This design comes from an exercise in tuning for small area and a short achievable clock period on the open sky130 flow, not from production work.
Only simulation tests tie the RTL to the original design; equivalence was not proved.

==> flow/design.v (outline; a module is shown in full before it is edited, if it fits) <==
// module float_larger: 6 lines
// module add_float: 53 lines
// module sub_float: 39 lines
// module Multiply: 405 lines
// module Multiply_one_minus: 446 lines
// module fa: 6 lines
// module resize_datapath: 32 lines
module resize_datapath (
  clk,
  reset_n,
  enable,
  data_in1,
  data_in2,
  scale,
  data_out
);
  // ...
==> flow/flow/run.sh <==
#!/bin/bash
# Own layout flow:
#  1. the standard synthesis (bash standard.sh synth);
#  2. the logic between the registers and the full-adder cells is mapped
#     again by ABC for area (registers and full adders kept as they are);
#  3. the standard layout from the floorplan on, except that the delay
#     cells may not be used (so the port buffers are plain buffers); the
#     platform's own don't-use cells stay don't-use.
# Each tool's output goes to a log file of its own here (flow_*.log).
set -euo pipefail
W=$(pwd)
R=$W/orfs/results/$FLOW_PLATFORM/resize_datapath/base
YOSYS=$FLOW_HOME/../tools/install/yosys/bin/yosys
LIB=$FLOW_HOME/platforms/sky130hd/lib/sky130_fd_sc_hd__tt_025C_1v80.lib

bash standard.sh synth > "$W/flow_synth.log" 2>&1
cp "$R/1_2_yosys.v" "$W/standard_1_2_yosys.v"

DL="sky130_fd_sc_hd__clkdlybuf4s15_1 sky130_fd_sc_hd__clkdlybuf4s15_2 sky130_fd_sc_hd__clkdlybuf4s18_1 sky130_fd_sc_hd__clkdlybuf4s18_2 sky130_fd_sc_hd__clkdlybuf4s25_1 sky130_fd_sc_hd__clkdlybuf4s25_2 sky130_fd_sc_hd__clkdlybuf4s50_1 sky130_fd_sc_hd__clkdlybuf4s50_2 sky130_fd_sc_hd__dlygate4sd1_1 sky130_fd_sc_hd__dlygate4sd2_1 sky130_fd_sc_hd__dlygate4sd3_1 sky130_fd_sc_hd__dlymetal6s2s_1 sky130_fd_sc_hd__dlymetal6s4s_1 sky130_fd_sc_hd__dlymetal6s6s_1"
PLAT=$(sed -n '/^export DONT_USE_CELLS/,/^[^ ]/p' "$FLOW_HOME/platforms/sky130hd/config.mk" | grep -o 'sky130_fd_sc_hd__[A-Za-z0-9_]*' | tr '\n' ' ')
DONT_ALL="$DL $PLAT"
# ABC may not use the don't-use cells, nor the multi-output adder cells
ABC_DONT=$(for c in $DONT_ALL sky130_fd_sc_hd__fa_1 sky130_fd_sc_hd__fa_2 sky130_fd_sc_hd__fa_4 sky130_fd_sc_hd__fah_1 sky130_fd_sc_hd__fahcin_1 sky130_fd_sc_hd__fahcon_1 sky130_fd_sc_hd__ha_1 sky130_fd_sc_hd__ha_2 sky130_fd_sc_hd__ha_4; do printf -- "-dont_use $c "; done)
printf 'set_driving_cell sky130_fd_sc_hd__buf_1\nset_load 5\n' > "$W/resyn.constr"
echo 'strash; balance; dch; map -a; topo; stime -c; upsize -c; dnsize -c' > "$W/resyn.abc"
cat > "$W/resyn.ys" <<EOS
read_liberty -ignore_miss_func $LIB
blackbox sky130_fd_sc_hd__fa_1 sky130_fd_sc_hd__fa_2 sky130_fd_sc_hd__fa_4 sky130_fd_sc_hd__dfrtp_1 sky130_fd_sc_hd__dfrtp_2 sky130_fd_sc_hd__dfrtp_4
read_verilog $W/standard_1_2_yosys.v
hierarchy -top $FLOW_TOP
flatten
opt_clean -purge
abc -liberty $LIB -constr $W/resyn.constr -script $W/resyn.abc $ABC_DONT
opt_clean -purge
hilomap -singleton -hicell sky130_fd_sc_hd__conb_1 HI -locell sky130_fd_sc_hd__conb_1 LO
splitnets
opt_clean -purge
write_verilog -noattr -nohex -nodec $W/resyn.v
EOS
"$YOSYS" -s "$W/resyn.ys" > "$W/flow_resyn.log" 2>&1
# read the new netlist back on its own and check it
"$YOSYS" -p "read_liberty -lib $LIB; read_verilog $W/resyn.v; hierarchy -check -top $FLOW_TOP; check -assert -mapped; stat -liberty $LIB" > "$W/flow_resyn_check.log" 2>&1
cp "$W/resyn.v" "$R/1_2_yosys.v"
touch "$R/1_2_yosys.v"

bash standard.sh "DONT_USE_CELLS=$DONT_ALL" SETUP_SLACK_MARGIN=7.5 finish > "$W/flow_finish.log" 2>&1
==> flow/standard.sh <==
#!/bin/bash
# synth_recipe.tcl (not shown) runs the flow's synth.tcl, then flattens the netlist and writes it again
# the make line also repeats each setting of config.mk as NAME=value (left out here)
make -C /OpenROAD-flow-scripts/flow DESIGN_CONFIG=/design/flow/config.mk WORK_HOME=/design/flow/orfs CLKGATE_MAP_FILE= SYNTH_SCRIPT=/design/flow/synth_recipe.tcl "${@:-finish}"
==> flow/config.mk <==
export PLATFORM = sky130hd
export DESIGN_NAME = resize_datapath
export DESIGN_NICKNAME = resize_datapath
export VERILOG_FILES = /design/flow/design.v
export SDC_FILE = /design/flow/constraint.sdc
export NUM_CORES = 4
export LEC_CHECK = 0
export ABC_AREA = 1
export CAP_MARGIN = 20
export CORE_MARGIN = 2
export CORE_UTILIZATION = 65
export PLACE_DENSITY = 0.8
export SETUP_SLACK_MARGIN = 5
export SLEW_MARGIN = 20
export SYNTH_HIERARCHICAL = 1
export SYNTH_MINIMUM_KEEP_SIZE = 0
==> flow/constraint.sdc <==
create_clock -name core_clock -period 25.0 [get_ports {clk}]
set_input_delay 5.0000 -clock core_clock [delete_from_list [all_inputs] [get_ports {clk}]]
set_output_delay 5.0000 -clock core_clock [all_outputs]
set_load 0.01 [all_outputs]
==> impl_metrics.yaml, run 1 <==
setup_path:
  cpMostUsedCell: "nor2_1"
  crit_end: "data_out[14]"
  required_ns: 25.17
  reg2reg_to: "data_out[11]"
  crit_path_start_kind: "primary input"
  criticalPathCategory: "primary input to flop"
  r2r_slack_ns: 24.28
clock_tree:
  h-tree-depth: 1
  numClockSinks: 16
  clock_path_buffers: 2
  hold_buffers: 0
  clock_latency_ns: 0.24
  cts_buffers: 3
floorplanning:
  initial_core_util: 0.6654
  die_area_um2: 16640
  die_y_um: 129.0
yosys:
  ys.warnings.count: 9
  netlist_instances: 1469
detailed_routing:
  wl_per_cell_um: 17.28
  via_per_inst: 5.932
  vias: 10510
  route.final.wire_length_um: 30630
  wl_met1_um: 12100
sta:
  hold_ws_ns: 0.4778
  maxClockFrequency_ghz: 0.06010
  rsz0062_at_grt: "no"
cells_and_area:
  regArea_um2: 400.4
  multi_input_area_share: 0.8223
  post-route-util: 0.7192
  design_area_um2: 10970
  nClkBuffers: 3
  multi_input_gates: 1242
  design.seq.count: 16
  synthToLayoutAreaGrowth_pct: 8.084
grt:
  antenna_found_initial: 0
flow_run:
  drv_cap: 0
placement:
  dp_hpwl_um: 25320
worst_hold_path:
  hp-start: "data_out[15]"
outcome:
  status: "finished clean"
==> inputs of run 2 (changes only) <==
--- a/flow/flow/run.sh
+++ b/flow/flow/run.sh
@@ -43,4 +43,4 @@
 cp "$W/resyn.v" "$R/1_2_yosys.v"
 touch "$R/1_2_yosys.v"
 
-bash standard.sh "DONT_USE_CELLS=$DONT_ALL" SETUP_SLACK_MARGIN=7.5 finish > "$W/flow_finish.log" 2>&1
+bash standard.sh "DONT_USE_CELLS=$DONT_ALL" SETUP_SLACK_MARGIN=8 finish > "$W/flow_finish.log" 2>&1
==> run 2 against run 1 <==
Effect of this change: sequential cell count did not move; setup slack gained 0.10 ns; still clean on timing, DRC and antenna; count of clock-buffer cells in the layout unchanged; cell area rose by 2.9%; synthesized area unchanged; die area is the same; first-iteration DRC count rose by 0.37%.
==> impl_metrics.yaml, run 2 <==
setup_path:
  cp_max_fo: 15
  cpMostUsedCell: "nor2_1"
  cpPeakStageDelay_ns: 0.55
  crit_buf_inv: 17
  endpoint_kind: "flop"
  crit_arrival_ns: 16.71
  criticalPathCategory: "primary input to flop"
  cp_top_family: "simple AND/OR/NAND/NOR gates"
  crit-reg2reg-launch: "data_out[11]"
  startpoint: "scale[4]"
  required_ns: 25.17
  crit_path_start_kind: "primary input"
  slowest_stage: "fa_1"
clock_tree:
  hold_buffers: 0
  path_clk_slew_ns: 0.05
  clock_path_buffers: 2
  cts_buffers: 3
  cts_tree: "yes"
  h-tree-depth: 1
  root_buffer: "clkbuf_16"
  clock_latency_ns: 0.24
  numClockSinks: 16
outcome:
  status: "finished clean"
placement:
  port_buffers: 66
  dp.cells: 1743
  dp_hpwl_um: 25320
  finalWeightedCongestion: 0.9842
cells_and_area:
  final_cell_mix: "nand2_1, nor2_1, fa_1"
  num_antenna_cells: 0
  finalNonFillerCells: 1794
  layout-drive-gt1-share: 0.1295
  mostFrequentLayoutCell: "nand2_1"
  top_regs: "data_out (16)"
  fin_nets: 1817
  top_register: "data_out"
  largest_reg_flops: 16
  synthToLayoutAreaGrowth_pct: 11.25
sta:
  hold_viol_final: 0
  slew_headroom: 0.2476
  skew_ns: 0
  worstMarginPinSlew_ns: 1.117
  fin_setup_tns_ns: 0
  maxClockFrequency_ghz: 0.06046
  post-route-period-util: 0.6616
  finalSetupViolCount: 0
  period_needed_ns: 16.54
  maxSlewViolCount: 0
  rsz0062_at_grt: "yes"
detailed_routing:
  wl_per_cell_um: 17.41
  vias: 10630
  route.final.wire_length_um: 31240
  ant_nets: 0
  via_per_inst: 5.926
  firstDrtPassIters: 5
  drtIter0Drc: 824
  drc_errors: 0
worst_hold_path:
  hp-start: "data_out[15]"
  hold_class: "flop to flop"
floorplanning:
  die_area_um2: 16640
  core_region_area_um2: 15260
  pin_count: 67
  fp.dieW_um: 129.0
  rows: 45
  die_y_um: 129.0
  initial_core_util: 0.6654
grt:
  antenna_found_initial: 0
  gr-total-overflow: 0
  grt_max_degree: 24
  grt_pass1_wl_um: 49310
  grt_pass1_vias: 10040
  grt.total_usage: 0.3721
yosys:
  synth.net_count: 1701
  syn_area_per_cell_um2: 6.912
  syn_area_um2: 10150
  ys.warnings.count: 9
  netlist_instances: 1469
flow_run:
  drv_cap: 0
## run 2: path summary, 6_finish.rpt
path	endpoint	slack, ns	cells after the start
setup / recovery	data_out[14]	8.46	74
setup reg to reg	data_out[11]	24.28	2
max in group asynchronous	data_out[4]	19.66	1
min in group asynchronous	data_out[14]	4.83	1
hold / removal	data_out[15]	0.48	2
hold reg to reg	data_out[15]	0.48	2
## run 2: through the flow
step / worst slack, ns / area (um2) / hold WS, ns / utilization
6_report: 8.460 / 11300 / 0.4779 / 0.7403
5_1_grt: 7.714 / 11300 / 0.5060 / 0.7403
4_1_cts: 8.018 / 10760 / 0.4819 / 0.7049
3_5_place_dp: 7.179 / 10650 / 0.4706 / 0.6982
3_3_place_gp: 7.471 / 10650 / 0.4653 / 0.6982
2_1_floorplan: 9.247 / 10150 / 0.5157 / -
## run 2: area by class of cell
cell class,instances,area [um2]
clock buffer,3,75.07
fill,1245,3963
timing repair buffer,115,525.5
sequential,16,400.4
inverter,206,822.0
multi-input combinational,1243,9209
tap,211,264.0
## run 2: what timing repair did
| item | CTS | global route |
|---|---|---|
| setup buffers | 0 | 46 |
| pin swaps | 0 | 37 |
| endpoints found under the hold margin | 0 | 0 |
| setup endpoints to repair | 15 | 15 |
| gates resized for setup | 16 | 80 |
| cloned | 0 | 2 |
## run 2: worst reg2reg max path, stage by stage (launching register included)
cell and delay [ns]:
dfrtp_1 0.37, nor2_1 0.14, a31oi_1 0.07
## run 2: per-layer routing
layer | up-vias | part of all wire | global-route usage
met1 | 4953 | 0.39 | 0.4961
met2 | 607 | 0.46 | 0.6138
li1 | 4955 | - | -
met4 | 0 | 0.042 | 0.1260
met5 | - | 0 | 0
met3 | 116 | 0.10 | 0.07235
==> inputs of run 3 (changes only) <==
--- a/flow/flow/run.sh
+++ b/flow/flow/run.sh
@@ -43,4 +43,4 @@
 cp "$W/resyn.v" "$R/1_2_yosys.v"
 touch "$R/1_2_yosys.v"
 
-bash standard.sh "DONT_USE_CELLS=$DONT_ALL" SETUP_SLACK_MARGIN=8 finish > "$W/flow_finish.log" 2>&1
+bash standard.sh "DONT_USE_CELLS=$DONT_ALL" SETUP_SLACK_MARGIN=7.5 RECOVER_POWER=100 finish > "$W/flow_finish.log" 2>&1
==> run 3 against run 2 <==
Effect of this change: non-clock buffer count fell by 21; register-to-register slack hardly changed; first-iteration DRC count up 4.9%; hold slack is essentially flat; critical path type unchanged.
==> impl_metrics.yaml, run 3 <==
cells_and_area:
  top_regs: "data_out (16)"
  fin_nets: 1795
  fillers: 1314
  num_antenna_cells: 0
  layout-drive-gt1-share: 0.09481
  top_register: "data_out"
  synthToLayoutAreaGrowth_pct: 7.800
  finalNonFillerCells: 1772
  mostFrequentLayoutCell: "nand2_1"
  largest_reg_flops: 16
  final_cell_mix: "nand2_1, nor2_1, fa_1"
sta:
  maxClockFrequency_ghz: 0.05722
  hold_viol_final: 0
  fin_setup_tns_ns: 0
  post-route-period-util: 0.6990
  rsz0062_at_grt: "no"
  slew_headroom: 0.2577
  skew_ns: 0
  worstMarginPinSlew_ns: 1.102
  finalSetupViolCount: 0
  period_needed_ns: 17.48
  maxSlewViolCount: 0
placement:
  dp.cells: 1743
  finalWeightedCongestion: 0.9842
  port_buffers: 66
  dp_hpwl_um: 25320
floorplanning:
  fp.dieW_um: 129.0
  die_y_um: 129.0
  core_region_area_um2: 15260
  rows: 45
  initial_core_util: 0.6654
  pin_count: 67
  die_area_um2: 16640
worst_hold_path:
  hold_class: "flop to flop"
detailed_routing:
  via_per_inst: 5.932
  ant_nets: 0
  route.final.wire_length_um: 30520
  drc_errors: 0
  vias: 10510
  firstDrtPassIters: 7
  wl_per_cell_um: 17.22
  drtIter0Drc: 864
yosys:
  syn_area_um2: 10150
  syn_area_per_cell_um2: 6.912
  netlist_instances: 1469
  ys.warnings.count: 9
  synth.net_count: 1701
grt:
  grt_max_degree: 24
  grt_pass1_wl_um: 49200
  grt.total_usage: 0.3712
  gr-total-overflow: 0
  grt_pass1_vias: 10030
  antenna_found_initial: 0
clock_tree:
  cts_buffers: 3
  clock_path_buffers: 2
  path_clk_slew_ns: 0.05
  h-tree-depth: 1
  clock_latency_ns: 0.24
  numClockSinks: 16
  root_buffer: "clkbuf_16"
  cts_tree: "yes"
  hold_buffers: 0
setup_path:
  crit_path_start_kind: "primary input"
  slowest_stage: "fa_1"
  required_ns: 25.17
  crit_arrival_ns: 17.64
  cp_max_fo: 16
  criticalPathCategory: "primary input to flop"
  endpoint_kind: "flop"
  cpPeakStageDelay_ns: 0.55
  cpMostUsedCell: "nand2_1"
outcome:
  status: "finished clean"
flow_run:
  drv_cap: 0
## run 3: metal layers
layer,wire [um],GRT usage,vias up
li1,-,-,4913
met1,12200,0.4958,4874
met4,1234,0.1234,0
met2,13960,0.6131,609
met5,0,0,-
met3,3126,0.07110,115
## run 3: layout make-up
| type | instances | area (um2) | area share |
|---|---|---|---|
| multi-input combinational | 1242 | 8996 | 0.8219 |
| inverter | 206 | 804.5 | 0.07350 |
| timing repair buffer | 94 | 405.4 | 0.03704 |
| sequential | 16 | 400.4 | 0.03658 |
| tap | 211 | 264.0 | 0.02412 |
| clock buffer | 3 | 75.07 | 0.006859 |
## run 3: what timing repair did
| item | in CTS | in global routing |
|---|---|---|
| resized for setup | 3 | 40 |
| setup endpoints to repair | 1 | 15 |
| gates cloned | 0 | 1 |
| setup buffers | 0 | 25 |
| pin swaps | 0 | 7 |
## run 3: per-stage QoR
step / setup WS, ns / area (um2) / hold WS [ns] / util
final: 7.524 / 10950 / 0.4776 / 0.7173
after floorplan: 9.247 / 10150 / 0.5157 / -
after global routing: 6.414 / 10950 / 0.5060 / 0.7173
after CTS: 7.572 / 10730 / 0.4819 / 0.7034
after detailed placement: 7.179 / 10650 / 0.4706 / 0.6982
after global placement: 7.471 / 10650 / 0.4653 / 0.6982
## run 3: final timing paths
kind	depth (start not counted)	to	startpoint	slack, ns
setup / recovery	80	data_out[14]	scale[7]	7.52
hold / removal	2	data_out[15]	data_out[15]	0.48
setup reg to reg	2	data_out[11]	data_out[11]	24.27
hold reg to reg	2	data_out[15]	data_out[15]	0.48
max in group asynchronous	1	data_out[4]	reset_n	19.63
min in group asynchronous	1	data_out[12]	reset_n	4.84
## run 3: critical path, delay by kind of cell
kind                       cells  cell delay, ns
AOI/OAI and AO/OA             18            3.09
xor gates and xnor gates       1            0.21
adders and majority gates      6            2.84
buffers and inverters         14            1.94
and+or+nand+nor               41            4.58

==> what the ideal ports hide <==
How much do the figures lean on ideal ports? The routed layouts below were timed once more, with nothing changed but the port constraints. Step 1 (the two cells are an assumption about what drives the block):
set clk [get_ports {clk}]
set_driving_cell -lib_cell sky130_fd_sc_hd__clkbuf_16 $clk
set_driving_cell -lib_cell sky130_fd_sc_hd__buf_2 [delete_from_list [all_inputs] $clk]
Step 2 adds t to the input delays and takes it off the output delays; t is the mean of the earliest and latest rising clock arrival at the registers after step 1. Input paths then give back, and output paths get back, about the clock's delay inside the block. Three values: no drivers, after step 1, after step 2; two values: the first two.
run | t, ns | setup WS [ns] | worst hold slack (ns) | worst setup path after step 2
run 1 | 0.264 | 8.360 / 8.345 / 8.081 | 0.478 / 0.478 / 0.478 | input to register
run 2 | 0.265 | 8.460 / 8.465 / 8.200 | 0.478 / 0.478 / 0.478 | input to register
run 3 | 0.266 | 7.524 / 7.512 / 7.247 | 0.478 / 0.478 / 0.478 | input to register
After both steps every run listed still meets setup and hold. For run 1, which loses most, drivers alone change the setup slack by -0.015 ns; drivers and shift together by -0.279 ns.
